What follows belongs to an exercise in optimizing a design on an open flow for small area; a production flow would make more cautious choices.
The RTL was checked by simulation tests, not by an equivalence proof against the original design.
No run shown here takes its clock network from TritonCTS; it comes from the design's own scripts or RTL.
The clock port is modelled as an ideal driver, which makes a skipped or thinned clock tree look cheaper than it is; a real chip needs a root buffer or a tree.
Power and IR drop assume default switching activity.

$ cat flow/flow/run.sh
#!/bin/bash
# Own flow: the standard layout with two changes.
#  - synthesis: ABC maps the logic with an area-oriented script (flow/synth.tcl,
#    flow/area.script); the registers are those of the standard synthesis.
#  - clock tree: the clock port drives four clock buffers, each driving the
#    clock pins of one quarter of the registers (flow/pre_cts.tcl).
# Each tool's output goes to a log file in this folder.
set -euo pipefail
W=$(pwd)
export PRE_CTS_TCL=$W/flow/pre_cts.tcl
export CLK_LEAF_BUF=sky130_fd_sc_hd__clkbuf_4
export CLK_LEAF_SPLITS=2
# synthesis: standard.sh's make command with our synthesis script
sed "s#$W/synth_recipe.tcl#$W/flow/synth.tcl#" standard.sh > synth_step.sh
grep -q "$W/flow/synth.tcl" synth_step.sh
bash synth_step.sh synth > synth.log 2>&1
# the rest of the standard layout (synthesis results are up to date)
bash standard.sh > layout.log 2>&1
$ cat flow/standard.sh
#!/bin/bash
# synth_recipe.tcl (not shown) runs the flow's synth.tcl, then flattens the netlist and writes it again
# the make line also repeats each setting of config.mk as NAME=value (left out here)
make -C /OpenROAD-flow-scripts/flow DESIGN_CONFIG=/design/flow/config.mk WORK_HOME=/design/flow/orfs CLKGATE_MAP_FILE= SYNTH_SCRIPT=/design/flow/synth_recipe.tcl "${@:-finish}"
$ cat flow/flow/pre_cts.tcl
# Clock tree: the clock port drives a few clock buffers directly, each placed at
# the centre of one group of registers and driving that group's clock pins
# (in place of the tree that clock_tree_synthesis builds).
proc cf_centre {iterms} {
  set sx 0; set sy 0; set n 0
  foreach it $iterms {
    set box [[$it getInst] getBBox]
    set sx [expr {$sx + ([$box xMin] + [$box xMax]) / 2}]
    set sy [expr {$sy + ([$box yMin] + [$box yMax]) / 2}]
    incr n
  }
  return [list [expr {$sx / $n}] [expr {$sy / $n}]]
}
proc cf_sorted {iterms axis} {
  set keyed {}
  foreach it $iterms {
    set box [[$it getInst] getBBox]
    if {$axis eq "x"} { set k [expr {[$box xMin] + [$box xMax]}] } else { set k [expr {[$box yMin] + [$box yMax]}] }
    lappend keyed [list $k $it]
  }
  set out {}
  foreach p [lsort -integer -index 0 $keyed] { lappend out [lindex $p 1] }
  return $out
}
proc cf_split {iterms axis} {
  set s [cf_sorted $iterms $axis]
  set h [expr {[llength $s] / 2}]
  return [list [lrange $s 0 [expr {$h - 1}]] [lrange $s $h end]]
}
proc clock_tree_synthesis {args} {
  set block [ord::get_db_block]
  set master [[ord::get_db] findMaster $::env(CLK_LEAF_BUF)]
  set clknet [$block findNet i_clk]
  set sinks [$clknet getITerms]
  set groups [list $sinks]
  foreach axis [lrange {x y} 0 [expr {$::env(CLK_LEAF_SPLITS) - 1}]] {
    set next {}
    foreach g $groups { foreach h [cf_split $g $axis] { if {[llength $h]} { lappend next $h } } }
    set groups $next
  }
  set k 0
  foreach g $groups {
    set inst [odb::dbInst_create $block $master clkbuf_leaf_$k]
    set bnet [odb::dbNet_create $block clk_leaf_$k]
    $bnet setSigType CLOCK
    lassign [cf_centre $g] x y
    $inst setLocation $x $y
    $inst setPlacementStatus PLACED
    foreach it $g { $it disconnect; $it connect $bnet }
    [$inst findITerm A] connect $clknet
    [$inst findITerm X] connect $bnet
    puts "clock: clkbuf_leaf_$k ([$master getName]) drives [llength $g] register clock pins"
    incr k
  }
}
$ cat flow/constraint.sdc
create_clock -name core_clock -period 10.0 [get_ports {i_clk}]
set_input_delay 2.0000 -clock core_clock [delete_from_list [all_inputs] [get_ports {i_clk}]]
set_output_delay 2.0000 -clock core_clock [all_outputs]
set_load 0.01 [all_outputs]
$ cat flow/design.v
`timescale 1ns/1ps
module top
(
    input  wire i_clk,
    input  wire i_reset,
    input  wire i_uartRx,
    output wire o_uartTx
);
reg  [4:0] cnt;
wire       tick = (cnt == 5'd19);
wire       cnt0 = (cnt == 5'd0);
always @(posedge i_clk)
    if (i_reset | tick) cnt <= 5'd0;
    else                cnt <= cnt + 5'd1;
reg  [3:0] rm;
reg  [3:0] rs;
wire       r_idle = (rm == 4'd1);
wire       r_bnd  = tick & (rs == 4'd15);
wire       sample = r_bnd & rm[3];
wire       done   = r_bnd & (rm == 4'd0) & i_uartRx;
always @(posedge i_clk) begin
    if (i_reset)
        rm <= 4'd1;
    else if (r_idle) begin
        if (~i_uartRx) rm <= 4'd7;
    end
    else if (r_bnd)
        rm <= rm + 4'd1;
    if (r_idle)     rs <= 4'd8;
    else if (tick)  rs <= rs + 4'd1;
end
reg  [1:0] ph;
reg  [3:0] st;           
reg  [7:0] A;            
reg  [7:0] R;            
reg  [3:0] cls;          
reg        X;            
reg        cy;           
wire ph3   = (ph == 2'd3);
wire txsh  = cnt0 & (st == 4'd0) & ((ph == 2'd0) | (ph3 & ~X));
wire comp  = ph3 & st[3];
wire SH    = cls[3];
wire a = A[0];
wire b = R[0];
reg  f;
always @(*) begin
    case (cls[2:0])
        3'b000, 3'b010: f = a ^ b ^ cy;
        3'b100:         f = a & b;
        3'b101:         f = a | b;
        3'b110:         f = a ^ b;
        3'b111:         f = ~(a | b);
        default:        f = 1'b0;
    endcase
end
wire ai   = a ^ cls[1];
wire cout = (ai & b) | (ai & cy) | (b & cy);
wire [2:0] j = st[2:0];
wire shwin = j[2] | (j[1] & j[0]) |
             (j == 3'd2 & cnt[4:2] == 3'd0) |
             (j == 3'd1 & cnt[4:1] == 4'd0) |
             (j == 3'd0 & cnt0);
wire [5:0] op = R[5:0];
wire op_sh = (op[5:1] == 5'b00001);
wire op_ar = op[5] & ~op[4] & ~op[3] & ~(~op[2] & op[0]);
wire op_ok = op_sh | op_ar;
always @(posedge i_clk) begin
    if (i_reset) begin
        ph <= 2'd0;
        st <= 4'd0;
        A  <= 8'hff;
        X  <= 1'b1;
    end
    else begin
        if (done)
            ph <= ph + 2'd1;
        else if (txsh & ph3)
            ph <= 2'd0;
        if (done & (ph == 2'd2)) st <= 4'd0;
        else if (tick)           st <= st + 4'd1;
        if (sample & (ph == 2'd1))
            A <= {i_uartRx, A[7:1]};
        else if (txsh)
            A <= {1'b1, A[7:1]};
        else if (comp & ~SH & tick)
            A <= {f, A[7:1]};
        else if (comp & SH & b & shwin)
            A <= {cls[0] & A[7], A[7:1]};
        if (ph3 & X & (cnt == 5'd5))
            X <= 1'b0;
        else if (txsh)
            X <= A[0];
    end
    if (sample | (comp & tick))
        R <= {i_uartRx, R[7:1]};
    cy <= comp & (tick ? cout : cy);
    if (done & (ph == 2'd0))
        cls <= {op_sh, op[2] & op_ok, op[1] & op_ok, op[0] | ~op_ok};
end
assign o_uartTx = X;
endmodule
$ cat flow/flow/area.script
&get -n
&st
&deepsyn -T 60
&nf -a -R 1000
&put
$ cat flow/flow/synth.tcl
# synth_recipe.tcl (the standard synthesis) with one change: ABC maps the logic
# with an area-oriented script (flow/area.script) instead of ORFS's speed script,
# and adders are not pre-mapped to half/full adder cells.
set area_abc_script [file normalize [file join [file dirname [info script]] area.script]]
proc synth {args} { yosys synth -nofsm -noshare {*}$args }
proc abc {args} {
  set i [lsearch -exact $args -script]
  if {$i >= 0} { lset args [expr {$i + 1}] $::area_abc_script }
  puts "abc (area script): $args"
  yosys abc {*}$args
}
# leave adders to ABC as well (no fixed half/full adder cells)
proc extract_fa {args} { puts "extract_fa skipped" }
source $::env(SCRIPTS_DIR)/synth.tcl
# left out here: clear keep_hierarchy, flatten, clean up, hide names made inside functions, write 1_2_yosys.v
$ cat flow/config.mk
export PLATFORM = sky130hd
export DESIGN_NAME = top
export DESIGN_NICKNAME = top
export VERILOG_FILES = /design/flow/design.v
export SDC_FILE = /design/flow/constraint.sdc
export NUM_CORES = 4
export LEC_CHECK = 0
export CAP_MARGIN = 20
export CORE_MARGIN = 2
export CORE_UTILIZATION = 40
export SLEW_MARGIN = 20
==> results by group, run 1 <==
Status
  • Status: complete, no violations

Global route
  • Number of global-route vias before repair: between 1000 and 1500
  • Largest net degree at the start of global routing: 15
  • Total GRT Usage: around an eighth
  • Total grt overflow: 0
  • Initial antenna violation count: 0
  • Global-route wire length before repair: between 4 and 5 mm

Power and ir drop
  • Pleak: between 0.6 and 0.7 nW
  • Switching Share: around 20%
  • Logic pwr share: 6.0%
  • Internal power: approximately 0.20 mW
  • PD cells: approximately 140 nW/um2
  • Worst-case vdd ir drop: approximately 0.00007 V
  • Clk network pwr share: a little under a quarter
  • Sw Pwr: about 0.050 mW
  • Sequential share of power: approximately 70%

Logic synthesis
  • Ys async rst share: 0%
  • Post-synth top cells: dfxtp_1 (29), nor2_1 (21), a21oi_1 (12), edfxtp_1 (12), nand2_1 (11)
  • Top-count cell post-synth: dfxtp_1
  • Mapped cell area: between 1500 and 2000 um2
  • Ys Warns: 1
  • Synth top area cells: dfxtp_1 (35%), edfxtp_1 (22%), nor2_1 (4.8%)
  • Synth cell types: 35
  • Most common flop cell mapped by yosys: dfxtp_1
  • Net Count, Synth: roughly 170
  • Share of the synthesized area in the top cell type: a little over a third
  • Seq cells post-synth: 41
  • EDFF count, synth: 12
  • Leading area contributor after synthesis: dfxtp_1
  • Mean Syn Cell Area: between 10 and 15 um2
  • Sequential element share of the synthesized area: between 50% and 60%
  • Post-synthesis cell count: ~160

Layout
  • Final Net Count: between 150 and 200
  • Area occupied by registers: around 940 um2
  • Fillers: between 300 and 400
  • N_diodes: 0
  • Layout cells sized above 1: approximately 2.9%
  • Layout Cell Area excl Fill: roughly 1800 um2
  • Area grow syn2layout: 7.88%
  • Area occupied by multi-input gates: 699 um2

STA
  • Clock skew: around 0.017 ns
  • Final critical-path required period: roughly 3.6 ns
  • Max-slew headroom: 64.9%
  • Max Slew Vio Count: 0
  • RSZ-0062 raised after global routing: no
  • FMAX: roughly 280 MHz
  • Worst-Margin Slew: 0.522 ns
  • Count of final hold-check violations: 0
  • TNS Setup: 0 ns
  • # setup viols final: 0
  • Period utilization: a little over a third

Placed design
  • Gpl congestion: ~0.84
  • Number of port buffers: 3
  • Dpl hpwl: ~2.0 mm
  • DP Area: between 1500 and 2000 um2

Floorplan
  • DIE AREA: around 4700 um2
  • Row cnt: 23
  • Initial Util: around two fifths
  • I/O pin count: 4
  • Core area: about 4000 um2
  • Die Ht: 68.3 um
  • Die width: ~68 um

Critical path
  • Crit end category: flop
  • CP arrival: between 3 and 4 ns
  • CP max-delay cell: clkdlybuf4s50_1
  • R2R Path End: A[3]
  • Worst r2r src: cnt[0]
  • R2R setup slack: roughly 7.0 ns
  • Worst setup SP type: input port
  • Critical path peak fanout: 14
  • CP cell instances: clkdlybuf4s50_1 > nor2_1 > nand4b_1 > nand2b_1 > o22a_1
  • Data required, critical path: just over 10 ns
  • Critical Path Max Stage Delay: ~0.65 ns
  • R2R cell count: 11
  • Kind of critical path: in2reg

Min path
  • Hold Path Class: reg2reg
  • Hold Path Stages: 0
  • Hold Startpoint: R[7]
  • WHS Endpoint: R[6]

Routing
  • DRC: 0
  • Remaining antenna violation count after routing: 0
  • Drt initial violations: 49
  • Wire per inst: 12.5 um
  • Pre-antenna DRT Iters: 4
  • Via count: roughly 1200
  • Total Routed Length: between 2 and 3 mm
  • Vias per cell: 5.34

Run
  • Max-Cap Viols: 0

Clock network
  • Cts hold-fix bufs: 0
  • Post-CTS Setup Inserts: 0
  • Clock transition at path regs: 0.10 ns
  • Post_cts resized: 0
  • Clk Latency, worst-skew pair: about 0.17 ns
per-stage QoR:
stage          total power [mW]  util (%)  setup slack, ns  instances  hold WS, ns
6_report                  0.247      44.5             6.42        220        0.433
5_1_grt                   0.260      44.5             6.23        220        0.454
4_1_cts                   0.237      44.5             6.21        220        0.411
3_5_place_dp              0.193      43.8             6.24        216        0.411
3_3_place_gp              0.192      43.8             6.33        216        0.415
2_1_floorplan             0.189         -             6.99        162        0.400
sequential cells by signal, summed over array words and instances (netlist names):
register	cells
cls	4
A	8
R	8
cnt	5
cy	1
ph	2
rs	4
rm	4
st	4
X	1
logic make-up (layout without fill, tap and decap cells):
kind of cell	after synthesis	in the layout	share of synthesized area (%)
buffers and inverters	3	11	0.682
DFF	41	41	57.0
xor gates and xnor gates	9	9	4.77
and+or+nand+nor	68	68	20.9
AOI/OAI and AO/OA	41	41	16.7
how the worst max path moves through the flow:
stage | end | from | slack, ns
global placement | A[3] | i_reset | 6.33
detailed placement | A[4] | i_reset | 6.24
finish | A[3] | i_reset | 6.42
floorplan | A[0] | cnt[0] | 6.99
CTS | A[4] | i_reset | 6.21
global route | A[5] | i_reset | 6.23
final cells by class:
| type | count | share of cell area (%) |
|---|---|---|
| inverter | 3 | 0.632 |
| buffer | 4 | 1.69 |
| multi-input combinational | 118 | 39.3 |
| sequential | 41 | 52.8 |
| tap | 50 | 3.51 |
| timing repair buffer | 4 | 2.11 |
power groups by stage:
stage          Clock [mW]  Sequential, mW  Combinational, mW
3_5_place_dp            0           0.178             0.0150
2_1_floorplan           0           0.177             0.0112
5_1_grt            0.0681           0.174             0.0173
6_report           0.0585           0.174             0.0149
3_3_place_gp            0           0.178             0.0147
4_1_cts            0.0439           0.178             0.0151
routing by layer:
layer	routed length, um	track usage (%)
met4	48	1.75
met2	1270	21.6
met5	0	0
met3	106	1.97
met1	1320	18.2
cells in the final DEF (no fill, tap or decap), types with 3 or more instances in the layout:
cell type,synthesis,layout
dfxtp_1,29,29
nor2_1,21,21
edfxtp_1,12,12
a21oi_1,12,12
nand2_1,11,11
nor3_1,7,7
o22a_1,7,7
xor2_1,5,5
and3_1,5,5
o21ai_0,5,5
xnor2_1,4,4
nand2b_1,4,4
clkbuf_4,0,4
clkinv_1,3,3
and2_0,3,3
nor2b_1,3,3
clkdlybuf4s50_1,0,3
worst max-delay path, delay by kind of cell:
family | cells | cell delay (ns)
AO/OA/AOI/OAI | 1 | 0.18
AND/OR/NAND/NOR | 3 | 0.87
buffers and inverters | 1 | 0.65
==> inputs of run 2 (changes only) <==
--- a/flow/config.mk
+++ b/flow/config.mk
@@ -8,4 +8,4 @@
 export CAP_MARGIN = 20
 export CORE_MARGIN = 2
-export CORE_UTILIZATION = 40
+export CORE_UTILIZATION = 65
 export SLEW_MARGIN = 20
==> run 2 against run 1 <==
Against the previous run:
- sequential share of layout area increased by 0.75 points
- largest cell class unchanged
- die area decreased by 36%
- largest power group unchanged
- core utilization increased by 28 points
- sequential cell count unchanged
- register-to-register slack got worse by 0.05 ns
==> results by group, run 2 <==
STA
  • Worst-Margin Slew: 0.670 ns (+0.148 ns)
  • Clock skew: 0.00882 ns (-0.00772 ns)
  • Max-slew headroom: 55.0% (-9.9 points)
  • FMAX: 275 MHz (-1.7%)
  • RSZ-0062 raised after global routing: no
  • # setup viols final: 0 (unchanged)
  • Count of final hold-check violations: 0 (unchanged)
  • TNS Setup: 0 ns (unchanged)
  • Final critical-path required period: 3.64 ns (+0.0605 ns)
  • Period utilization: 36.4% (+0.61 points)
  • Max Slew Vio Count: 0 (unchanged)
  • Post-route setup slack: 6.36 ns (-0.0605 ns)
  • Final hold slack: 0.435 ns (+0.00202 ns)

Placed design
  • DP Cell Count: 196 (-9.3%)
  • Number of port buffers: 3 (unchanged)
  • Setup WS pre-CTS: 6.22 ns (-0.0231 ns)
  • Dpl hpwl: 2.21 mm (+7.8%)
  • Gpl congestion: 0.728 (-13%)

Logic synthesis
  • Mean Syn Cell Area: 10.2 um2 (unchanged)
  • Synth top area cells: dfxtp_1 (35%), edfxtp_1 (22%), nor2_1 (4.8%)
  • Seq cells post-synth: 41 (unchanged)
  • Leading area contributor after synthesis: dfxtp_1
  • Most common flop cell mapped by yosys: dfxtp_1
  • Ys Warns: 1 (unchanged)
  • Share of the synthesized area in the top cell type: 35.2% (unchanged)
  • Ys async rst share: 0% (unchanged)
  • Sequential element share of the synthesized area: 57.0% (unchanged)
  • Synth cell types: 35 (unchanged)
  • Post-synth top cells: dfxtp_1 (29), nor2_1 (21), a21oi_1 (12), edfxtp_1 (12), nand2_1 (11)
  • Post-synthesis cell count: 162 (unchanged)
  • Top-count cell post-synth: dfxtp_1
  • Mapped cell area: 1650 um2 (unchanged)
  • Net Count, Synth: 165 (unchanged)
  • EDFF count, synth: 12 (unchanged)

Routing
  • DRC: 0 (unchanged)
  • Drt initial violations: 18 (-63%)
  • Pre-antenna DRT Iters: 4 (unchanged)
  • Via count: 1211 (+3.2%)
  • Remaining antenna violation count after routing: 0 (unchanged)
  • Vias per cell: 6.06 (+13%)
  • Wire per inst: 14.8 um (+18%)
  • Total Routed Length: 2.96 mm (+7.6%)

Clock network
  • Clock transition at path regs: 0.10 ns (about the same)
  • Cts hold-fix bufs: 0 (unchanged)
  • Clk Latency, worst-skew pair: 0.16 ns (about the same)
  • Post-CTS Setup Inserts: 0 (unchanged)
  • Post_cts resized: 0 (unchanged)

Min path
  • Hold Path Class: reg2reg

Critical path
  • Delay-heaviest family, CP: simple AND/OR/NAND/NOR gates
  • Kind of critical path: in2reg
  • R2R setup slack: 6.90 ns (-0.05 ns)
  • CP max-delay cell: clkdlybuf4s50_1
  • Crit end category: flop
  • CP arrival: 3.76 ns (+0.07 ns)
  • CP cell instances: clkdlybuf4s50_1 > nor2_1 > nand4b_1 > nand2b_1 > o22a_1
  • Critical path peak fanout: 14 (unchanged)
  • Critical Path Max Stage Delay: 0.65 ns (about the same)
  • CP Buf/Inv Count: 1 (unchanged)
  • Worst setup SP type: input port
  • Data required, critical path: 10.12 ns (about the same)

Layout
  • Finished Layout Cells: 200 (-9.1%)
  • N_diodes: 0 (unchanged)
  • Most frequent cells in the layout: dfxtp_1 (29), nor2_1 (21), edfxtp_1 (12), a21oi_1 (12), nand2_1 (11)
  • Layout cells sized above 1: 2.94% (unchanged)
  • Area grow syn2layout: 6.36%
  • Fillers: 190 (-51%)
  • Fin util: 72.2% (+28 points)
  • Final Net Count: 175 (unchanged)
  • Commonest non-fill, non-tap cell in the layout: dfxtp_1
  • Regs by FF count: A: 8 flops, R: 8 flops, cnt: 5 flops

Global route
  • Global-route wire length before repair: 4.57 mm (-4.1%)
  • Number of global-route vias before repair: 1080 (+0.19%)
  • Largest net degree at the start of global routing: 15 (unchanged)
  • Total GRT Usage: 20.5% (+7.5 points)
  • Total grt overflow: 0 (unchanged)
  • Initial antenna violation count: 0 (unchanged)

Power and ir drop
  • Pleak: 0.623 nW (unchanged)
  • PD cells: 140 nW/um2 (+0.95%)
  • Worst-case vdd ir drop: 0.000112 V (+58%)

Floorplan
  • Die width: 54.4 um (-20%)
  • Row cnt: 18 (-22%)
  • I/O pin count: 4 (unchanged)
  • Core area: 2430 um2 (-39%)
  • Die Ht: 54.4 um (-20%)
  • Initial Util: 67.9% (+27 points)
  • DIE AREA: 2960 um2 (-36%)

Status
  • Status: complete, no violations

Run
  • Max-Cap Viols: 0 (unchanged)
run 2: cells by family (layout without fill, tap and decap cells):
logic type             Yosys count  count (layout)  synth area share [%]
AND/OR/NAND/NOR                 68              68                  20.9
AO/OA/AOI/OAI                   41              41                  16.7
flip-flops                      41              41                  57.0
XOR/XNOR                         9               9                  4.77
buffers and inverters            3              11                 0.682
run 2: where the power goes:
group          leakage [nW]  switching (mW)  total, mW  internal (mW)
logic                 0.259         0.00927     0.0154        0.00610
clock network        0.0184          0.0377     0.0569         0.0192
registers             0.345         0.00201      0.174          0.172
total                 0.623          0.0489      0.246          0.197
run 2: per-layer routing:
layer	up-vias	part of all wire, %	GRT usage (%)
met5	-	0	0
met3	4	2.1	1.37
met1	575	45	23.6
li1	613	-	-
met2	19	52	41.2
met4	0	1.3	3.33
run 2: layout make-up:
class	count	area, um2	area share (%)
Sequential cell	41	941	53.6
Multi-Input combinational cell	118	699	39.8
Timing Repair Buffer	4	37.5	2.14
Tap cell	30	37.5	2.14
Buffer	4	30.0	1.71
Inverter	3	11.3	0.641
run 2: stage by stage:
| stage | power, mW | instance area [um2] |
|---|---|---|
| 2_1_floorplan | 0.189 | 1650 |
| 3_3_place_gp | 0.192 | 1730 |
| 3_5_place_dp | 0.193 | 1730 |
| 4_1_cts | 0.237 | 1760 |
| 5_1_grt | 0.256 | 1760 |
| 6_report | 0.246 | 1760 |
run 2: worst paths after layout:
| path | startpoint | endpoint | cells after the start |
|---|---|---|---|
| hold reg to reg | R[6] | R[5] | 0 |
| hold / removal | R[6] | R[5] | 0 |
| setup reg to reg | cnt[0] | A[3] | 11 |
| setup / recovery | i_reset | A[3] | 5 |
==> inputs of run 3 (changes only) <==
==> flow/design.v (replaced) <==
`timescale 1ns/1ps
module top
(
    input  wire i_clk,
    input  wire i_reset,
    input  wire i_uartRx,
    output wire o_uartTx
);
reg  [4:0] cnt;
wire       tick = &cnt;
wire       cnt0 = ~cnt[4] & ~cnt[1] & ~cnt[0];      
always @(posedge i_clk)
    if (i_reset | tick) cnt <= 5'd12;
    else                cnt <= cnt + 5'd1;
reg  [3:0] rm;
reg  [3:0] rs;
wire       r_idle = (rm == 4'd1);
wire       r_bnd  = tick & (rs == 4'd15);
wire       sample = r_bnd & rm[3];
wire       done   = r_bnd & (rm == 4'd0) & i_uartRx;
always @(posedge i_clk) begin
    if (i_reset)
        rm <= 4'd1;
    else if (r_idle) begin
        if (~i_uartRx) rm <= 4'd7;
    end
    else if (r_bnd)
        rm <= rm + 4'd1;
    if (r_idle)     rs <= 4'd8;
    else if (tick)  rs <= rs + 4'd1;
end
reg  [1:0] ph;
reg  [3:0] st;           
reg  [7:0] A;            
reg  [7:0] R;            
reg  [2:0] cls;          
reg        X;            
wire ph3   = (ph == 2'd3);
wire txsh  = cnt0 & (st == 4'd0) & ((ph == 2'd0) | (ph3 & ~X));
wire comp  = ph3 & st[3];
wire SH    = ~cls[2] & cls[0];
wire a = A[0];
wire b = R[0];
wire cy = R[7] & (st[2:0] != 3'd0);
reg  f;
always @(*) begin
    case (cls)
        3'b100:  f = a & b;
        3'b101:  f = a | b;
        3'b110:  f = a ^ b;
        3'b111:  f = ~(a | b);
        default: f = a ^ b ^ cy;     
    endcase
end
wire ai   = a ^ cls[1];
wire cout = (ai & b) | (ai & cy) | (b & cy);
wire [2:0] j = st[2:0];
wire shwin = j[2] | (j[1] & j[0]) |
             (j == 3'd2 & ~cnt[4]) |
             (j == 3'd1 & ~cnt[4] & ~cnt[1]) |
             (j == 3'd0 & cnt0);
wire [5:0] op = R[5:0];
wire op_sh = (op[5:1] == 5'b00001);
wire op_ar = op[5] & ~op[4] & ~op[3] & ~(~op[2] & op[0]);
wire op_ok = op_sh | op_ar;
wire [2:0] op_cls = op_ar ? op[2:0] : {~op_sh, op_sh & op[0], op_sh};
always @(posedge i_clk) begin
    if (i_reset) begin
        ph <= 2'd0;
        st <= 4'd0;
        A  <= 8'hff;
        X  <= 1'b1;
    end
    else begin
        if (done)
            ph <= ph + 2'd1;
        else if (txsh & ph3)
            ph <= 2'd0;
        if (done & (ph == 2'd2)) st <= 4'd0;
        else if (tick)           st <= st + 4'd1;
        if (sample & (ph == 2'd1))
            A <= {i_uartRx & op_ok, A[7:1]};    
        else if (txsh)
            A <= {1'b1, A[7:1]};
        else if (comp & ~SH & tick)
            A <= {f, A[7:1]};
        else if (comp & SH & b & shwin)
            A <= {cls[1] & A[7], A[7:1]};
        if (ph3 & X & (cnt == 5'd17))
            X <= 1'b0;
        else if (txsh)
            X <= A[0];
    end
    if ((sample & (ph != 2'd1)) | (comp & tick))
        R <= {comp ? cout : i_uartRx, R[7:1]};
    if (done & (ph == 2'd1))
        cls <= op_cls;
end
assign o_uartTx = X;
endmodule
==> flow/flow/run.sh (replaced) <==
#!/bin/bash
# Own flow: the standard layout with these changes.
#  - synthesis: ABC maps the logic with area-oriented scripts and keeps the
#    smallest mapping (flow/synth.tcl); the registers are those of the
#    standard synthesis.
#  - clock tree: the clock port drives four clock buffers, each driving the
#    clock pins of one quarter of the registers (flow/pre_cts.tcl).
#  - port buffers: every input and output port gets a buf_1 buffer.
# Each tool's output goes to a log file in this folder.
set -euo pipefail
W=$(pwd)
export PRE_CTS_TCL=$W/flow/pre_cts.tcl
export CLK_LEAF_BUF=sky130_fd_sc_hd__clkbuf_4
export CLK_LEAF_SPLITS=2
export BUFFER_PORTS_ARGS="-buffer_cell sky130_fd_sc_hd__buf_1"
# synthesis: standard.sh's make command with our synthesis script
sed "s#$W/synth_recipe.tcl#$W/flow/synth.tcl#" standard.sh > synth_step.sh
grep -q "$W/flow/synth.tcl" synth_step.sh
bash synth_step.sh synth > synth.log 2>&1
# the rest of the standard layout (synthesis results are up to date)
bash standard.sh > layout.log 2>&1
==> flow/flow/synth.tcl (replaced) <==
# synth_recipe.tcl (the standard synthesis) with two changes, both in how the
# logic between the registers is mapped (the registers are untouched):
#  - ABC maps the logic with area-oriented scripts instead of ORFS's speed
#    script: each script in cf_abc_scripts maps the same netlist, and the
#    mapping with the smallest cell area is kept;
#  - adders are not pre-mapped to half/full adder cells (ABC maps them too).
set cf_abc_scripts {}
foreach seed {0 1 2 3 4 5} {
  lappend cf_abc_scripts "&get -n; &st; &deepsyn -S $seed -T 50; &nf -a -R 1000; &put"
}
foreach seed {6 7} {
  lappend cf_abc_scripts "&get -n; &st; &deepsyn -S $seed -T 50; &dch -f; &nf -a -R 1000; &put"
}
proc synth {args} { yosys synth -nofsm -noshare {*}$args }
proc cf_area {lib file} {
  yosys tee -q -o $file stat -liberty $lib
  set fh [open $file r]; set text [read $fh]; close $fh
  if {![regexp {Chip area for module '\\top': ([0-9.]+)} $text -> area]} { error "no area in $file" }
  return $area
}
proc abc {args} {
  set lib [lindex $args [expr {[lsearch -exact $args -liberty] + 1}]]
  set i [lsearch -exact $args -script]
  yosys design -save cf_before_abc
  set best_area 1e18
  set k 0
  foreach text $::cf_abc_scripts {
    set script $::env(OBJECTS_DIR)/cf_abc_$k.script
    set fh [open $script w]; puts $fh [join [split $text ";"] "\n"]; close $fh
    yosys design -load cf_before_abc
    lset args [expr {$i + 1}] $script
    yosys abc {*}$args
    set area [cf_area $lib $::env(OBJECTS_DIR)/cf_abc_$k.stat]
    puts "abc mapping $k ($text): area $area"
    if {$area < $best_area} { set best_area $area; set best $k; yosys design -save cf_best }
    incr k
  }
  yosys design -load cf_best
  puts "abc: kept mapping $best, area $best_area"
}
proc extract_fa {args} { puts "extract_fa skipped" }
source $::env(SCRIPTS_DIR)/synth.tcl
# left out here: clear keep_hierarchy, flatten, clean up, hide names made inside functions, write 1_2_yosys.v
--- a/flow/config.mk
+++ b/flow/config.mk
@@ -8,4 +8,5 @@
 export CAP_MARGIN = 20
 export CORE_MARGIN = 2
-export CORE_UTILIZATION = 65
+export CORE_UTILIZATION = 40
+export GPL_TIMING_DRIVEN = 0
 export SLEW_MARGIN = 20
removed: flow/flow/area.script
==> run 3 against run 2 <==
Against the previous run:
- global-route usage decreased by 7.4 points
- sequential cell count decreased by 2
- setup slack improved by 0.49 ns
- first-iteration DRC count increased to 2.9 times the previous value
- critical path type unchanged
- largest cell class unchanged
==> results by group, run 3 <==
STA
  • # setup viols final: 0 (unchanged)
  • RSZ-0062 raised after global routing: no
  • FMAX: 317 MHz (+16%)
  • Max Slew Vio Count: 0 (unchanged)
  • Worst-Margin Slew: 0.710 ns (+0.0393 ns)
  • Final hold slack: 0.443 ns (+0.00825 ns)
  • Period utilization: 31.5% (-4.9 points)
  • Final critical-path required period: 3.15 ns (-0.493 ns)
  • Max-slew headroom: 52.4% (-2.6 points)
  • TNS Setup: 0 ns (unchanged)
  • Clock skew: 0.00912 ns (+0.000304 ns)
  • Count of final hold-check violations: 0 (unchanged)

Logic synthesis
  • Net Count, Synth: 160 (-3.0%)
  • Ys Warns: 1 (unchanged)
  • Mapped cell area: 1600 um2 (-3.1%)
  • Most common flop cell mapped by yosys: dfxtp_1
  • Sequential element share of the synthesized area: 55.7% (-1.3 points)
  • Synth top area cells: dfxtp_1 (35%), edfxtp_1 (21%), a21oi_1 (4.4%)
  • Synth cell types: 35 (unchanged)
  • Post-synth top cells: dfxtp_1 (28), nor2_1 (18), a21oi_1 (14)
  • Mean Syn Cell Area: 10.2 um2 (about the same)
  • Seq cells post-synth: 39 (-4.9%)
  • Post-synthesis cell count: 157 (-3.1%)
  • Top-count cell post-synth: dfxtp_1
  • Leading area contributor after synthesis: dfxtp_1
  • Ys async rst share: 0% (unchanged)
  • EDFF count, synth: 11 (-1)
  • Share of the synthesized area in the top cell type: 35.0% (-0.12 points)

Global route
  • Total GRT Usage: 13.0% (-7.4 points)
  • Largest net degree at the start of global routing: 17 (+2)
  • Number of global-route vias before repair: 1087 (+0.65%)
  • Total grt overflow: 0 (unchanged)
  • Initial antenna violation count: 0 (unchanged)
  • Global-route wire length before repair: 4.76 mm (+4.2%)

Routing
  • DR top layer: met4
  • Vias per cell: 5.42 (-10%)
  • Met3 wire length: 91 um (+47%)
  • DRC: 0 (unchanged)
  • Wire per inst: 12.5 um (-16%)
  • Remaining antenna violation count after routing: 0 (unchanged)
  • Drt initial violations: 53 (+35)
  • Wire length on met1: 1.23 mm (-6.8%)
  • Total Routed Length: 2.65 mm (-11%)
  • Met2 Wirelength: 1.27 mm (-18%)
  • Pre-antenna DRT Iters: 4 (unchanged)
  • Via count: 1149 (-5.1%)

Power and ir drop
  • PD cells: 139 nW/um2 (-0.53%)
  • Worst-case vdd ir drop: 0.0000788 V (-30%)
  • Total Power: 0.237 mW (-3.6%)
  • Pleak: 0.581 nW (-6.6%)

Min path
  • Hold Path Class: reg2reg
  • Hold Startpoint: R[6]
  • Hold Path Stages: 0 (unchanged)
  • WHS Endpoint: R[5]

Placed design
  • Number of port buffers: 3 (unchanged)
  • DP Cell Count: 208 (+6.1%)
  • DP Area: 1670 um2 (-3.2%)
  • Dpl hpwl: 2.01 mm (-9.1%)
  • Gpl congestion: 0.779 (+7.0%)

Layout
  • Most frequent cells in the layout: dfxtp_1 (28), nor2_1 (18), a21oi_1 (14), edfxtp_1 (11)
  • Layout cells sized above 1: 2.44% (-0.50 points)
  • Finished Layout Cells: 212 (+6.0%)
  • Final Net Count: 169 (-3.4%)
  • Regs by FF count: A: 8 flops, R: 8 flops, cnt: 5 flops
  • Area occupied by multi-input gates: 694 um2 (-0.72%)
  • Fillers: 378 (+99%)
  • Commonest non-fill, non-tap cell in the layout: dfxtp_1
  • Area occupied by registers: 891 um2 (-5.3%)
  • Layout Cell Area excl Fill: 1700 um2 (-3.1%)
  • N_diodes: 0 (unchanged)
  • Area grow syn2layout: 6.33% (about the same)

Floorplan
  • I/O pin count: 4 (unchanged)
  • Core area: 3740 um2 (+54%)
  • Die Ht: 67.3 um (+24%)
  • Die width: 67.3 um (+24%)
  • Initial Util: 42.7% (-25 points)
  • Row cnt: 22 (+4)
  • DIE AREA: 4520 um2 (+53%)

Run
  • Max-Cap Viols: 0 (unchanged)

Critical path
  • Crit end category: flop
  • R2R cell count: 8 (-3)
  • R2R Path End: ph[1]
  • CP arrival: 3.22 ns (-0.54 ns)
  • Kind of critical path: in2reg
  • R2R setup slack: 7.17 ns (+0.27 ns)
  • Worst setup SP type: input port
  • Worst r2r src: cnt[0]
  • Critical path peak fanout: 5 (-9)
  • Data required, critical path: 10.07 ns (-0.05 ns)

Clock network
  • Clk Latency, worst-skew pair: 0.16 ns (about the same)
  • Post-CTS Setup Inserts: 0 (unchanged)
  • Post_cts resized: 0 (unchanged)
  • Clock transition at path regs: 0.10 ns (about the same)
  • Cts hold-fix bufs: 0 (unchanged)

Status
  • Status: complete, no violations
## run 3: per-stage QoR
stage               util, %  setup slack, ns
detailed placement     44.7             6.66
global placement       44.7             6.71
CTS                    45.5             6.65
floorplan                 -             7.15
global route           45.5             6.64
finish                 45.5             6.85
## run 3: critical path: stages
cell      delay, ns
buf_1          0.19
nand4b_1       0.21
nor3_1         0.51
nor2_1         0.08
a311oi_1       0.24
## run 3: logic make-up after synthesis
kind of cell / after synthesis / synth area share (%)
fa+ha+maj: 1 / 0.626
xor+xnor: 7 / 3.83
buf+inv: 4 / 0.938
simple gates: 61 / 20.2
mux: 2 / 1.33
flops: 39 / 55.7
compound gates: 43 / 17.4
## run 3: cell type report
cell class | count | share of cell area (%)
well taps | 48 | 3.53
inverters | 4 | 0.882
plain buffers | 4 | 1.76
repair buffers | 3 | 0.662
multi-input cells | 114 | 40.8
flip-flops and latches | 39 | 52.4
## run 3: report_power, final
part | leakage, nW | internal [mW] | total [mW] | switching [mW]
Clock | 0.0184 | 0.0192 | 0.0561 | 0.0369
Sequential | 0.323 | 0.164 | 0.167 | 0.00265
Combinational | 0.240 | 0.00591 | 0.0146 | 0.00872
Total | 0.581 | 0.189 | 0.237 | 0.0483
## run 3: worst max path at each step
stage,startpoint,endpoint,cells after the start,slack [ns]
after detailed placement,i_uartRx,ph[1],5,6.66
after CTS,i_uartRx,ph[1],5,6.65
after global routing,i_uartRx,ph[1],5,6.64
final,i_uartRx,ph[1],5,6.85
after floorplan,i_uartRx,ph[1],4,7.15
after global placement,i_uartRx,ph[1],5,6.71
## run 3: metal layers
layer,global-route usage [%],vias up
met4,2.55,0
met5,0,-
met3,1.33,6
met1,17.4,528
li1,-,600
met2,23.0,15
==> inputs of run 4 (changes only) <==
--- a/flow/design.v
+++ b/flow/design.v
@@ -27,6 +27,6 @@
     else if (r_bnd)
         rm <= rm + 4'd1;
-    if (r_idle)     rs <= 4'd8;
-    else if (tick)  rs <= rs + 4'd1;
+    if (r_idle & ~i_uartRx) rs <= 4'd8;
+    else if (tick)          rs <= rs + 4'd1;
 end
 reg  [1:0] ph;
@@ -36,6 +36,9 @@
 reg  [2:0] cls;          
 reg        X;            
-wire ph3   = (ph == 2'd3);
-wire txsh  = cnt0 & (st == 4'd0) & ((ph == 2'd0) | (ph3 & ~X));
+wire ph0   = (ph == 2'b00);
+wire ph1   = (ph == 2'b01);
+wire ph2   = (ph == 2'b11);
+wire ph3   = (ph == 2'b10);
+wire txsh  = cnt0 & (st == 4'd0) & (ph0 | (ph3 & ~X));
 wire comp  = ph3 & st[3];
 wire SH    = ~cls[2] & cls[0];
@@ -68,5 +71,4 @@
     if (i_reset) begin
         ph <= 2'd0;
-        st <= 4'd0;
         A  <= 8'hff;
         X  <= 1'b1;
@@ -74,10 +76,8 @@
     else begin
         if (done)
-            ph <= ph + 2'd1;
+            ph <= {ph[0], ~ph[1]};
         else if (txsh & ph3)
             ph <= 2'd0;
-        if (done & (ph == 2'd2)) st <= 4'd0;
-        else if (tick)           st <= st + 4'd1;
-        if (sample & (ph == 2'd1))
+        if (sample & ph1)
             A <= {i_uartRx & op_ok, A[7:1]};    
         else if (txsh)
@@ -87,12 +87,14 @@
         else if (comp & SH & b & shwin)
             A <= {cls[1] & A[7], A[7:1]};
-        if (ph3 & X & (cnt == 5'd17))
+        if (ph3 & (cnt == 5'd17))          
             X <= 1'b0;
         else if (txsh)
             X <= A[0];
     end
-    if ((sample & (ph != 2'd1)) | (comp & tick))
+    if (done & ph2)  st <= 4'd0;
+    else if (tick)   st <= st + 4'd1;
+    if ((sample & ~ph1) | (comp & tick))
         R <= {comp ? cout : i_uartRx, R[7:1]};
-    if (done & (ph == 2'd1))
+    if (done & ph1)
         cls <= op_cls;
 end
--- a/flow/flow/synth.tcl
+++ b/flow/flow/synth.tcl
@@ -6,8 +6,8 @@
 #  - adders are not pre-mapped to half/full adder cells (ABC maps them too).
 set cf_abc_scripts {}
-foreach seed {0 1 2 3 4 5} {
+foreach seed {0 1 2 3 4 5 6 7 8 9} {
   lappend cf_abc_scripts "&get -n; &st; &deepsyn -S $seed -T 50; &nf -a -R 1000; &put"
 }
-foreach seed {6 7} {
+foreach seed {10 11} {
   lappend cf_abc_scripts "&get -n; &st; &deepsyn -S $seed -T 50; &dch -f; &nf -a -R 1000; &put"
 }
==> run 4 against run 3 <==
Against the previous run:
- first-iteration DRC count is 23% higher
- critical path type unchanged
- worst hold slack worse by 0.013 ns
- core utilization fell by 0.40 points
- combinational power hardly changed
- register-to-register slack gained 0.13 ns
- final cell count unchanged
- sequential share of layout area is 0.47 points higher
- setup slack improved by 0.037 ns
- total power increased by 3.8%
- die area shrank 0.88%
- largest power group unchanged
- final area decreased by 0.88%
==> results by group, run 4 <==
Status
  • Status: complete, no violations

Logic synthesis
  • Leading area contributor after synthesis: dfxtp_1
  • Ys async rst share: 0% (unchanged)
  • Post-synth top cells: dfxtp_1 (28), nor2_1 (16), o21ai_0 (13)
  • Ys Warns: 1 (unchanged)
  • Top-count cell post-synth: dfxtp_1
  • Net Count, Synth: 160 (unchanged)
  • Share of the synthesized area in the top cell type: 35.4% (+0.33 points)
  • Seq cells post-synth: 39 (unchanged)
  • Sequential element share of the synthesized area: 56.2% (+0.53 points)
  • Most common flop cell mapped by yosys: dfxtp_1
  • EDFF count, synth: 11 (unchanged)
  • Mean Syn Cell Area: 10.1 um2 (-0.94%)
  • Mapped cell area: 1590 um2 (-0.94%)
  • Post-synthesis cell count: 157 (unchanged)
  • Synth top area cells: dfxtp_1 (35%), edfxtp_1 (21%), o21ai_0 (4.1%)
  • Synth cell types: 35 (unchanged)

Routing
  • Vias per cell: 5.46 (+0.70%)
  • Remaining antenna violation count after routing: 0 (unchanged)
  • Via count: 1157 (+0.70%)
  • Met3 wire length: 155 um (+70%)
  • DRC: 0 (unchanged)
  • Pre-antenna DRT Iters: 4 (unchanged)
  • Total Routed Length: 2.82 mm (+6.6%)
  • Wire per inst: 13.3 um (+6.6%)
  • Wire length on met1: 1.35 mm (+9.7%)
  • Drt initial violations: 65 (+23%)
  • Met2 Wirelength: 1.31 mm (+3.0%)
  • DR top layer: met4

STA
  • Final hold slack: 0.430 ns (-0.0133 ns)
  • Count of final hold-check violations: 0 (unchanged)
  • TNS Setup: 0 ns (unchanged)
  • # setup viols final: 0 (unchanged)
  • RSZ-0062 raised after global routing: no
  • Max Slew Vio Count: 0 (unchanged)
  • Worst-Margin Slew: 0.748 ns (+0.0382 ns)
  • Max-slew headroom: 49.6% (-2.8 points)
  • FMAX: 321 MHz (+1.2%)
  • Final critical-path required period: 3.11 ns (-0.0368 ns)
  • Clock skew: 0.00964 ns (+0.000513 ns)
  • Period utilization: 31.1% (-0.37 points)

Critical path
  • Crit end category: flop
  • Worst r2r src: cnt[0]
  • R2R setup slack: 7.30 ns (+0.13 ns)
  • R2R Path End: R[0]
  • Kind of critical path: in2reg
  • CP arrival: 3.22 ns (about the same)
  • R2R cell count: 6 (-2)
  • Critical path peak fanout: 8 (+3)
  • Worst setup SP type: input port
  • Data required, critical path: 10.11 ns (+0.04 ns)

Placed design
  • Gpl congestion: 0.744 (-4.5%)
  • Dpl hpwl: 2.09 mm (+4.2%)
  • Number of port buffers: 3 (unchanged)

Clock network
  • Cts hold-fix bufs: 0 (unchanged)
  • Clk Latency, worst-skew pair: 0.16 ns (about the same)
  • Post-CTS Setup Inserts: 0 (unchanged)
  • Post_cts resized: 0 (unchanged)
  • Clock transition at path regs: 0.10 ns (about the same)

Power and ir drop
  • PD cells: 146 nW/um2 (+4.7%)
  • Pleak: 0.602 nW (+3.6%)
  • Worst-case vdd ir drop: 0.0000719 V (-8.7%)

Global route
  • Total GRT Usage: 14.3% (+1.3 points)
  • Number of global-route vias before repair: 1176 (+8.2%)
  • Total grt overflow: 0 (unchanged)
  • Largest net degree at the start of global routing: 11 (-6)
  • Global-route wire length before repair: 5.17 mm (+8.5%)
  • Initial antenna violation count: 0 (unchanged)

Floorplan
  • Die Ht: 67.0 um (-0.44%)
  • Initial Util: 42.3% (-0.40 points)
  • Core area: 3740 um2 (unchanged)
  • I/O pin count: 4 (unchanged)
  • DIE AREA: 4480 um2 (-0.88%)
  • Row cnt: 22 (unchanged)
  • Die width: 67.0 um (-0.44%)

Layout
  • N_diodes: 0 (unchanged)
  • Layout cells sized above 1: 2.44% (unchanged)
  • Area grow syn2layout: 6.39% (about the same)
  • Most frequent cells in the layout: dfxtp_1 (28), nor2_1 (16), o21ai_0 (13), edfxtp_1 (11), nand2_1 (11)
  • Commonest non-fill, non-tap cell in the layout: dfxtp_1
  • Regs by FF count: A: 8 flops, R: 8 flops, cnt: 5 flops
  • Final Net Count: 169 (unchanged)

Min path
  • WHS Endpoint: R[5]
  • Hold Startpoint: R[6]
  • Hold Path Class: reg2reg
  • Hold Path Stages: 0 (unchanged)

Run
  • Max-Cap Viols: 0 (unchanged)
[run 4: worst max-delay path, cell delays in order]
cell      delay [ns]
buf_1           0.31
clkinv_1        0.28
o21ai_0         0.36
o22a_1          0.27
[run 4: kinds of logic (layout without fill, tap and decap cells)]
family,after synthesis,count (layout),share of synthesized area (%)
simple gates,59,59,18.9
compound gates,46,46,19.1
flops,39,39,56.2
xor+xnor,6,6,3.31
buf+inv,5,12,1.18
fa+ha+maj,1,1,0.631
mux,1,1,0.631
[run 4: report_power, final]
group	leakage, nW	switching (mW)	total, mW	internal, mW
combinational	0.257	0.00766	0.0146	0.00691
sequential	0.326	0.00749	0.175	0.168
clock	0.0184	0.0370	0.0561	0.0192
total	0.602	0.0521	0.246	0.194
[run 4: metal layers]
layer	GRT usage, %	up-vias
met5	0	-
met4	2.55	0
met3	2.53	2
met2	24.9	21
met1	18.8	536
li1	-	598
[run 4: metrics by stage]
step	power, mW	utilization (%)	setup slack (ns)	instances	area [um2]
floorplan	0.189	-	7.21	157	1590
global placement	0.192	44.3	6.77	208	1660
detailed placement	0.194	44.3	6.69	208	1660
CTS	0.236	45.1	6.69	212	1690
global route	0.258	45.1	6.73	212	1690
finish	0.246	45.1	6.89	212	1690
[run 4: cell type report]
type	count	area (um2)
multi-input cells	113	676
repair buffers	3	11.3
well taps	48	60.1
fillers	385	2060
flip-flops and latches	39	891
plain buffers	4	30.0
inverters	5	18.8
[run 4: worst max path at each step]
stage / cells past startpoint / startpoint / slack, ns / end
finish: 4 / i_reset / 6.89 / A[5]
global route: 4 / i_reset / 6.73 / A[5]
CTS: 4 / i_reset / 6.69 / A[5]
detailed placement: 4 / i_reset / 6.69 / A[5]
global placement: 4 / i_reset / 6.77 / A[6]
floorplan: 3 / i_uartRx / 7.21 / cls[0]
==> inputs of run 5 (changes only) <==
--- a/flow/design.v
+++ b/flow/design.v
@@ -36,8 +36,8 @@
 reg  [2:0] cls;          
 reg        X;            
-wire ph0   = (ph == 2'b00);
-wire ph1   = (ph == 2'b01);
-wire ph2   = (ph == 2'b11);
-wire ph3   = (ph == 2'b10);
+wire ph0   = (ph == 2'd0);
+wire ph1   = (ph == 2'd1);
+wire ph2   = (ph == 2'd2);
+wire ph3   = (ph == 2'd3);
 wire txsh  = cnt0 & (st == 4'd0) & (ph0 | (ph3 & ~X));
 wire comp  = ph3 & st[3];
@@ -76,5 +76,5 @@
     else begin
         if (done)
-            ph <= {ph[0], ~ph[1]};
+            ph <= ph + 2'd1;
         else if (txsh & ph3)
             ph <= 2'd0;
==> run 5 against run 4 <==
Against the previous run:
- wire length shrank 3.3%
- first-iteration DRC count is 28% lower
- final cell count rose by 0.94%
- critical endpoint is now cls[2]
==> results by group, run 5 <==
Floorplan
  • I/O pin count: 4 (unchanged)
  • Die width: 66.8 um (-0.30%)
  • DIE AREA: 4460 um2 (-0.60%)
  • Row cnt: 22 (unchanged)
  • Initial Util: 42.4% (+0.044 points)
  • Die Ht: 66.8 um (-0.30%)
  • Core area: 3720 um2 (-0.74%)

Routing
  • DRC: 0 (unchanged)
  • Total Routed Length: 2.73 mm (-3.3%)
  • Remaining antenna violation count after routing: 0 (unchanged)
  • Pre-antenna DRT Iters: 4 (unchanged)
  • Wire per inst: 12.8 um (-4.2%)
  • Drt initial violations: 47 (-28%)
  • Via count: 1173 (+1.4%)
  • Vias per cell: 5.48 (+0.44%)

Logic synthesis
  • Net Count, Synth: 162 (+1.3%)
  • Sequential element share of the synthesized area: 56.6% (+0.36 points)
  • EDFF count, synth: 11 (unchanged)
  • Ys Warns: 1 (unchanged)
  • Post-synth top cells: dfxtp_1 (28), nor2_1 (22), nand2_1 (14)
  • Share of the synthesized area in the top cell type: 35.6% (+0.22 points)
  • Post-synthesis cell count: 159 (+1.3%)
  • Mean Syn Cell Area: 9.91 um2 (-1.9%)
  • Most common flop cell mapped by yosys: dfxtp_1
  • Ys async rst share: 0% (unchanged)
  • Mapped cell area: 1580 um2 (-0.63%)
  • Seq cells post-synth: 39 (unchanged)
  • Synth top area cells: dfxtp_1 (36%), edfxtp_1 (21%), nor2_1 (5.2%)
  • Top-count cell post-synth: dfxtp_1
  • Leading area contributor after synthesis: dfxtp_1
  • Synth cell types: 31 (-11%)

Critical path
  • Critical path peak fanout: 5 (-3)
  • Worst r2r src: cnt[0]
  • Kind of critical path: in2reg
  • R2R Path End: R[1]
  • CP max-delay cell: nor3_1
  • R2R setup slack: 7.21 ns (-0.09 ns)
  • CP arrival: 2.82 ns (-0.40 ns)
  • CP Capture Point: cls[2]
  • Crit end category: flop
  • R2R cell count: 6 (unchanged)
  • Data required, critical path: 9.82 ns (-0.29 ns)
  • Worst setup SP type: input port
  • Critical Path Max Stage Delay: 0.42 ns (+0.06 ns)
  • Crit path from: i_uartRx
  • CP cell instances: buf_1 > nand4b_1 > nor3_1

Layout
  • Commonest non-fill, non-tap cell in the layout: dfxtp_1
  • Final Net Count: 171 (+1.2%)
  • N_diodes: 0 (unchanged)
  • Area grow syn2layout: 6.43% (about the same)
  • Layout cells sized above 1: 2.41% (-0.029 points)
  • Most frequent cells in the layout: dfxtp_1 (28), nor2_1 (22), nand2_1 (14)
  • Regs by FF count: A: 8 flops, R: 8 flops, cnt: 5 flops

Placed design
  • Number of port buffers: 3 (unchanged)
  • Dpl hpwl: 2.04 mm (-2.4%)
  • Gpl congestion: 0.733 (-1.4%)

Min path
  • Hold Path Class: reg2reg
  • Hold Path Stages: 0 (unchanged)

STA
  • Max-slew headroom: 53.3% (+3.6 points)
  • Clock skew: 0.0109 ns (+0.00130 ns)
  • TNS Setup: 0 ns (unchanged)
  • Max Slew Vio Count: 0 (unchanged)
  • Final critical-path required period: 3.00 ns (-0.114 ns)
  • Count of final hold-check violations: 0 (unchanged)
  • # setup viols final: 0 (unchanged)
  • RSZ-0062 raised after global routing: no
  • Worst-Margin Slew: 0.696 ns (-0.0513 ns)
  • FMAX: 333 MHz (+3.8%)
  • Period utilization: 30.0% (-1.1 points)

Global route
  • Global-route wire length before repair: 4.69 mm (-9.2%)
  • Largest net degree at the start of global routing: 14 (+3)
  • Total GRT Usage: 13.3% (-1.1 points)
  • Number of global-route vias before repair: 1078 (-8.3%)
  • Total grt overflow: 0 (unchanged)
  • Initial antenna violation count: 1 (+1)

Power and ir drop
  • Worst-case vdd ir drop: 0.0000557 V (-23%)
  • PD cells: 148 nW/um2 (+1.4%)
  • Pleak: 0.569 nW (-5.5%)
  • Total Power: 0.248 mW (+0.76%)

Clock network
  • Cts hold-fix bufs: 0 (unchanged)
  • Clock transition at path regs: 0.10 ns (about the same)
  • Clk Latency, worst-skew pair: 0.16 ns (about the same)
  • Post_cts resized: 0 (unchanged)
  • Post-CTS Setup Inserts: 0 (unchanged)

Status
  • Status: complete, no violations

Run
  • Max-Cap Viols: 0 (unchanged)
## run 5: changes by cell type in the layout (fill, tap and decap cells not counted), moves of 3 or more
cell      delta
nand2b_1     -3
xor2_1       +3
nand2_1      +3
o21a_1       -3
nor2_1       +6
## run 5: report_power, final
group | internal, mW | switching, mW
clock | 0.0192 | 0.0378
combinational | 0.00694 | 0.00729
sequential | 0.168 | 0.00849
total | 0.194 | 0.0536
## run 5: worst min path at each step
stage	slack [ns]	end	startpoint
floorplan	0.40	R[5]	R[6]
global placement	0.41	R[5]	R[6]
detailed placement	0.42	R[5]	R[6]
CTS	0.42	R[5]	R[6]
global route	0.46	R[5]	R[6]
finish	0.44	R[5]	R[6]
## run 5: metal layers
metal  wire [um]  track usage [%]
met1        1380             18.2
met2        1220             22.9
met3          75             1.86
met4          34             1.53
met5          17                0
## run 5: logic make-up (layout without fill, tap and decap cells)
family / after synthesis / in the layout / synth area share, %
xor gates and xnor gates: 8 / 8 / 4.45
buffers and inverters: 5 / 12 / 1.19
and+or+nand+nor: 62 / 62 / 18.7
muxes: 1 / 1 / 0.635
AOI/OAI and AO/OA: 44 / 44 / 18.4
DFF: 39 / 39 / 56.6
## run 5: worst max-delay path, delay by kind of cell
family                 cells  cell delay [ns]
buffers and inverters      1             0.18
AND/OR/NAND/NOR            2             0.64
## run 5: layout make-up
type                    instances  area (um2)
fillers                       377        2040
flip-flops and latches         39         891
multi-input cells             115         666
well taps                      48        60.1
plain buffers                   4        30.0
inverters                       5        18.8
repair buffers                  3        11.3
## run 5: stage by stage
step | area [um2] | util, % | std cells | worst slack [ns] | hold slack [ns]
2_1_floorplan | 1580 | - | 159 | 7.22 | 0.400
3_3_place_gp | 1650 | 44.3 | 210 | 6.82 | 0.411
3_5_place_dp | 1650 | 44.3 | 210 | 6.80 | 0.418
4_1_cts | 1680 | 45.1 | 214 | 6.80 | 0.418
5_1_grt | 1680 | 45.1 | 214 | 6.82 | 0.461
6_report | 1680 | 45.1 | 214 | 7.00 | 0.438
==> inputs of run 6 (changes only) <==
--- a/flow/design.v
+++ b/flow/design.v
@@ -87,5 +87,5 @@
         else if (comp & SH & b & shwin)
             A <= {cls[1] & A[7], A[7:1]};
-        if (ph3 & (cnt == 5'd17))          
+        if (ph3 & X & (cnt == 5'd17))      
             X <= 1'b0;
         else if (txsh)
--- a/flow/flow/synth.tcl
+++ b/flow/flow/synth.tcl
@@ -6,8 +6,8 @@
 #  - adders are not pre-mapped to half/full adder cells (ABC maps them too).
 set cf_abc_scripts {}
-foreach seed {0 1 2 3 4 5 6 7 8 9} {
+foreach seed {0 1 2 3 4 5 6 7 8 9 10 11 12 13 14 15 16 17 18 19} {
   lappend cf_abc_scripts "&get -n; &st; &deepsyn -S $seed -T 50; &nf -a -R 1000; &put"
 }
-foreach seed {10 11} {
+foreach seed {20 21 22 23} {
   lappend cf_abc_scripts "&get -n; &st; &deepsyn -S $seed -T 50; &dch -f; &nf -a -R 1000; &put"
 }
==> run 6 against run 5 <==
Against the previous run:
- synthesized cell count grew 1.9%
- die area is the same
- combinational power grew 22%
- worst hold slack gained 0.0017 ns
- synthesized area is the same
- critical endpoint is now A[5]
- critical path type unchanged
- global-route usage grew 0.16 points
- still clean
==> results by group, run 6 <==
STA
  • Max Slew Vio Count: 0 (unchanged)
  • FMAX: 307 MHz (-7.9%)
  • Final critical-path required period: 3.26 ns (+0.257 ns)
  • Period utilization: 32.6% (+2.6 points)
  • Count of final hold-check violations: 0 (unchanged)
  • # setup viols final: 0 (unchanged)
  • Worst-Margin Slew: 0.705 ns (+0.00854 ns)
  • Max-slew headroom: 52.7% (-0.57 points)
  • Post-route setup slack: 6.74 ns (-0.257 ns)
  • RSZ-0062 raised after global routing: no
  • Clock skew: 0.0107 ns (-0.000237 ns)
  • Final hold slack: 0.439 ns (+0.00170 ns)
  • TNS Setup: 0 ns (unchanged)

Clock network
  • Clock transition at path regs: 0.10 ns (about the same)
  • Post-CTS Setup Inserts: 0 (unchanged)
  • Clk Latency, worst-skew pair: 0.16 ns (about the same)
  • Cts hold-fix bufs: 0 (unchanged)
  • Post_cts resized: 0 (unchanged)

Floorplan
  • Initial Util: 42.4% (unchanged)
  • DIE AREA: 4460 um2 (unchanged)
  • Core area: 3720 um2 (unchanged)
  • Die Ht: 66.8 um (unchanged)
  • Die width: 66.8 um (unchanged)
  • Row cnt: 22 (unchanged)
  • I/O pin count: 4 (unchanged)

Logic synthesis
  • Post-synthesis cell count: 162 (+1.9%)
  • Mean Syn Cell Area: 9.72 um2 (-1.9%)
  • Synth cell types: 29 (-6.5%)
  • Top-count cell post-synth: dfxtp_1
  • Sequential element share of the synthesized area: 56.6% (unchanged)
  • Leading area contributor after synthesis: dfxtp_1
  • Mapped cell area: 1580 um2 (unchanged)
  • Most common flop cell mapped by yosys: dfxtp_1
  • Net Count, Synth: 165 (+1.9%)
  • Share of the synthesized area in the top cell type: 35.6% (unchanged)
  • Ys async rst share: 0% (unchanged)
  • Seq cells post-synth: 39 (unchanged)
  • EDFF count, synth: 11 (unchanged)
  • Ys Warns: 1 (unchanged)
  • Post-synth top cells: dfxtp_1 (28), nor2_1 (22), a21oi_1 (14)
  • Synth top area cells: dfxtp_1 (36%), edfxtp_1 (21%), nor2_1 (5.2%)

Routing
  • Wire length on met1: 1.33 mm (-3.5%)
  • DRC: 0 (unchanged)
  • Met3 wire length: 74 um (-1.3%)
  • Remaining antenna violation count after routing: 0 (unchanged)
  • Wire per inst: 12.6 um (-0.95%)
  • Total Routed Length: 2.74 mm (+0.44%)
  • Drt initial violations: 61 (+30%)
  • Met2 Wirelength: 1.31 mm (+6.6%)
  • DR top layer: met4
  • Pre-antenna DRT Iters: 4 (unchanged)
  • Via count: 1172 (-0.085%)
  • Vias per cell: 5.40 (-1.5%)

Power and ir drop
  • Worst-case vdd ir drop: 0.0000776 V (+39%)
  • PD cells: 149 nW/um2 (+0.85%)
  • Pleak: 0.598 nW (+5.1%)

Critical path
  • Delay-heaviest family, CP: simple AND/OR/NAND/NOR gates
  • CP Buf/Inv Count: 1 (unchanged)
  • CP cell instances: buf_1 > nor2_1 > nand3_1 > nand2b_1 > o22a_1
  • Kind of critical path: in2reg
  • Data required, critical path: 10.06 ns (+0.24 ns)
  • Worst setup SP type: input port
  • CP max-delay cell: buf_1
  • Crit end category: flop
  • Critical path peak fanout: 13 (+8)
  • Critical Path Max Stage Delay: 0.41 ns (about the same)
  • CP arrival: 3.32 ns (+0.50 ns)

Global route
  • Initial antenna violation count: 0 (-1)
  • Total GRT Usage: 13.4% (+0.16 points)
  • Number of global-route vias before repair: 1112 (+3.2%)
  • Total grt overflow: 0 (unchanged)
  • Global-route wire length before repair: 4.81 mm (+2.5%)
  • Largest net degree at the start of global routing: 14 (unchanged)

Layout
  • Fin util: 45.1% (unchanged)
  • Regs by FF count: A: 8 flops, R: 8 flops, cnt: 5 flops
  • Layout cells sized above 1: 2.37% (-0.043 points)
  • Commonest non-fill, non-tap cell in the layout: dfxtp_1
  • Most frequent cells in the layout: dfxtp_1 (28), nor2_1 (22), a21oi_1 (14), nand2_1 (13)
  • Final Net Count: 174 (+1.8%)
  • Fillers: 372 (-1.3%)
  • Area grow syn2layout: 6.43% (unchanged)
  • N_diodes: 0 (unchanged)

Placed design
  • Setup WS pre-CTS: 6.56 ns (-0.237 ns)
  • Dpl hpwl: 2.05 mm (+0.23%)
  • Gpl congestion: 0.788 (+7.5%)
  • Number of port buffers: 3 (unchanged)

Status
  • Status: complete, no violations

Run
  • Max-Cap Viols: 0 (unchanged)

Min path
  • Hold Path Class: reg2reg
[run 6: power by group]
part	internal, mW	switching, mW
Clock	0.0192	0.0368
Combinational	0.00799	0.00930
Sequential	0.169	0.00823
Total	0.196	0.0543
[run 6: logic make-up (layout without fill, tap and decap cells)]
| logic type | after synthesis | count (layout) | synth area share (%) |
|---|---|---|---|
| compound gates | 42 | 42 | 17.1 |
| xor+xnor | 4 | 4 | 2.22 |
| fa+ha+maj | 1 | 1 | 0.635 |
| buf+inv | 5 | 12 | 1.19 |
| flops | 39 | 39 | 56.6 |
| mux | 2 | 2 | 1.43 |
| simple gates | 69 | 69 | 20.9 |
[run 6: final cells by class]
class                           instances  area [um2]  area share (%)
Multi-Input combinational cell        118         666            39.7
Inverter                                5        18.8            1.12
Timing Repair Buffer                    3        11.3           0.672
Sequential cell                        39         891            53.1
Buffer                                  4        30.0            1.79
Tap cell                               48        60.1            3.58
[run 6: routing by layer]
| metal | global-route usage, % | up-vias |
|---|---|---|
| met2 | 24.1 | 15 |
| met5 | 0 | - |
| met3 | 1.69 | 3 |
| met4 | 1.28 | 0 |
| li1 | - | 608 |
| met1 | 17.8 | 546 |
[run 6: worst paths after layout]
| kind | cells after the start | end | slack (ns) | from |
|---|---|---|---|---|
| max | 5 | A[5] | 6.74 | i_reset |
| min | 0 | R[5] | 0.44 | R[6] |
| max reg2reg | 10 | A[5] | 7.16 | cnt[0] |
| min reg2reg | 0 | R[5] | 0.44 | R[6] |
[run 6: stage by stage]
step / instance area (um2) / instances / power (mW)
global route: 1680 / 217 / 0.263
detailed placement: 1650 / 213 / 0.198
finish: 1680 / 217 / 0.250
floorplan: 1580 / 162 / 0.192
CTS: 1680 / 217 / 0.241
global placement: 1650 / 213 / 0.196
==> inputs of run 7 (changes only) <==
--- a/flow/design.v
+++ b/flow/design.v
@@ -8,8 +8,8 @@
 );
 reg  [4:0] cnt;
-wire       tick = &cnt;
-wire       cnt0 = ~cnt[4] & ~cnt[1] & ~cnt[0];      
+wire       tick = cnt[4] & cnt[1] & cnt[0];        
+wire       cnt0 = (cnt == 5'd0);
 always @(posedge i_clk)
-    if (i_reset | tick) cnt <= 5'd12;
+    if (i_reset | tick) cnt <= 5'd0;
     else                cnt <= cnt + 5'd1;
 reg  [3:0] rm;
@@ -60,6 +60,6 @@
 wire [2:0] j = st[2:0];
 wire shwin = j[2] | (j[1] & j[0]) |
-             (j == 3'd2 & ~cnt[4]) |
-             (j == 3'd1 & ~cnt[4] & ~cnt[1]) |
+             (j == 3'd2 & cnt[4:2] == 3'd0) |
+             (j == 3'd1 & cnt[4:1] == 4'd0) |
              (j == 3'd0 & cnt0);
 wire [5:0] op = R[5:0];
@@ -87,5 +87,5 @@
         else if (comp & SH & b & shwin)
             A <= {cls[1] & A[7], A[7:1]};
-        if (ph3 & X & (cnt == 5'd17))      
+        if (ph3 & X & (cnt[3:0] == 4'd5))      
             X <= 1'b0;
         else if (txsh)
==> run 7 against run 6 <==
Against the previous run:
- still clean on timing, DRC and antenna
- critical endpoint is now A[4]
- final area shrank 0.52%
- worst hold slack lost 0.0088 ns
- setup slack lost 0.24 ns
- maximum frequency shrank 7.0%
- wire length shrank 2.9%
- synthesized cell count shrank 3.1%
- synthesized area shrank 0.56%
- sequential cell count is the same
- critical path depth grew 2
- combinational power shrank 44%
==> results by group, run 7 <==
Status
  • Status: complete, no violations

Routing
  • Pre-antenna DRT Iters: 4 (unchanged)
  • Total Routed Length: 2.66 mm (-2.9%)
  • DRC: 0 (unchanged)

Layout
  • Fillers: 363 (-2.4%)
  • Area occupied by registers: 891 um2 (unchanged)
  • Regs by FF count: A: 8 flops, R: 8 flops, cnt: 5 flops
  • Area grow syn2layout: 6.47% (about the same)
  • N_diodes: 0 (unchanged)
  • Commonest non-fill, non-tap cell in the layout: dfxtp_1

Power and ir drop
  • Pleak: 0.566 nW (-5.3%)
  • Total Power: 0.232 mW (-7.2%)
  • Switching Share: 19.4% (-2.3 points)
  • PD cells: 139 nW/um2 (-6.7%)
  • Internal power: 0.187 mW (-4.5%)

Critical path
  • CP arrival: 3.56 ns (+0.24 ns)
  • Critical path peak fanout: 8 (-5)
  • Worst setup SP type: input port

STA
  • Count of final hold-check violations: 0 (unchanged)
  • Clock skew: 0.0141 ns (+0.00343 ns)
  • Max Slew Vio Count: 0 (unchanged)
  • TNS Setup: 0 ns (unchanged)
  • FMAX: 286 MHz (-7.0%)
  • Worst-Margin Slew: 0.678 ns (-0.0269 ns)

Global route
  • Total GRT Usage: 12.9% (-0.47 points)
  • Largest net degree at the start of global routing: 12 (-2)
  • M2 GR Usage: 24.1% (unchanged)
  • Met1 usage: 16.5% (-1.3 points)
  • Initial antenna violation count: 0 (unchanged)
  • Number of global-route vias before repair: 1124 (+1.1%)
  • Total grt overflow: 0 (unchanged)

Logic synthesis
  • Synth cell types: 31 (+6.9%)
  • Ys Warns: 1 (unchanged)
  • Mapped cell area: 1570 um2 (-0.56%)
  • Seq cells post-synth: 39 (unchanged)
  • EDFF count, synth: 11 (unchanged)
  • Synth top area cells: dfxtp_1 (36%), edfxtp_1 (21%), nor2_1 (4.6%)
  • Net Count, Synth: 160 (-3.0%)
  • Post-synth top cells: dfxtp_1 (28), nor2_1 (19), nand2_1 (14)
  • Sequential element share of the synthesized area: 56.9% (+0.32 points)
  • Leading area contributor after synthesis: dfxtp_1

Clock network
  • Clock transition at path regs: 0.10 ns (about the same)
  • Post_cts resized: 0 (unchanged)
  • Post-CTS Setup Inserts: 0 (unchanged)

Placed design
  • DP Cell Count: 208 (-2.3%)
  • Number of port buffers: 3 (unchanged)

Floorplan
  • Die width: 66.6 um (-0.26%)
  • Row cnt: 22 (unchanged)

Run
  • Max-Cap Viols: 0 (unchanged)
-- run 7: cell types whose count changed in the layout (fill, tap and decap cells not counted), sizes merged, moves of 2 or more --
cell,before,now
a21oi,14,7
and2,3,1
mux2,2,0
nor2,22,19
nor3,11,9
nor4,0,3
o211ai,1,4
o21a,3,0
o21bai,3,0
or3,0,2
xor2,2,6
-- run 7: cell type report --
type / instances / share of cell area, %
Timing Repair Buffer: 3 / 0.675
Multi-Input combinational cell: 113 / 39.4
Sequential cell: 39 / 53.4
Inverter: 5 / 1.13
Tap cell: 48 / 3.60
Buffer: 4 / 1.80
-- run 7: critical path, cell delays in order --
cell,delay (ns)
buf_1,0.30
clkinv_1,0.27
nand2_1,0.19
clkinv_1,0.10
nand3_1,0.25
nand2_1,0.23
o22a_1,0.23
-- run 7: kinds of logic after synthesis --
| logic type | Yosys count | synth area share [%] |
|---|---|---|
| compound gates | 34 | 14.6 |
| xor+xnor | 9 | 5.03 |
| buf+inv | 5 | 1.20 |
| flops | 39 | 56.9 |
| simple gates | 69 | 21.6 |
| mux | 1 | 0.639 |
-- run 7: metrics by stage --
stage / cell area (um2) / utilization, % / setup slack [ns]
2_1_floorplan: 1570 / - / 7.06
3_3_place_gp: 1640 / 44.1 / 6.38
3_5_place_dp: 1640 / 44.1 / 6.31
4_1_cts: 1670 / 44.9 / 6.30
5_1_grt: 1670 / 44.9 / 6.34
6_report: 1670 / 44.9 / 6.50
-- run 7: worst paths after layout --
kind,start,to
min reg2reg,R[6],R[5]
max,i_reset,A[4]
min,R[6],R[5]
max reg2reg,cnt[0],A[4]
-- run 7: layer usage --
| metal | wire length [um] | vias up | part of all wire, % |
|---|---|---|---|
| met5 | 0 | - | 0 |
| met4 | 29 | 0 | 1.1 |
| met3 | 82 | 4 | 3.1 |
| met2 | 1290 | 10 | 48 |
| met1 | 1260 | 569 | 47 |
| li1 | - | 591 | - |
-- run 7: power by group through the flow --
stage                     sequential (mW)  combinational (mW)  clock [mW]
after floorplan                     0.170             0.00703           0
after global placement              0.171             0.00914           0
after detailed placement            0.171             0.00953           0
after CTS                           0.171             0.00962      0.0426
after global routing                0.168              0.0110      0.0644
final                               0.167             0.00965      0.0552

==> what the ideal ports hide <==
The results above use ideal ports. As a check the final layouts listed here were re-extracted and re-timed, cells and wires unchanged. Step 1 sets driving cells, clkbuf_16 on the clock port and buf_2 on the other inputs (assumed; they add their load-dependent delay and slew). Step 2, shift: input delay + t, output delay - t, t = (earliest + latest rising clock arrival at the registers) / 2. This alone moves slack from input paths to output paths. Slacks: ideal ports / drivers / drivers and shift; pairs: ideal ports / drivers.
run	t (ns)	slack for setup (ns)
run 1	0.209	6.418 / 6.439 / 6.231
run 2	0.202	6.357 / 6.379 / 6.177
run 3	0.203	6.850 / 6.865 / 6.663
run 4	0.199	6.887 / 6.906 / 6.707
run 5	0.205	7.001 / 7.027 / 6.823
run 6	0.198	6.744 / 6.765 / 6.567
run 7	0.196	6.500 / 6.518 / 6.322
After both steps every run listed still meets setup and hold.
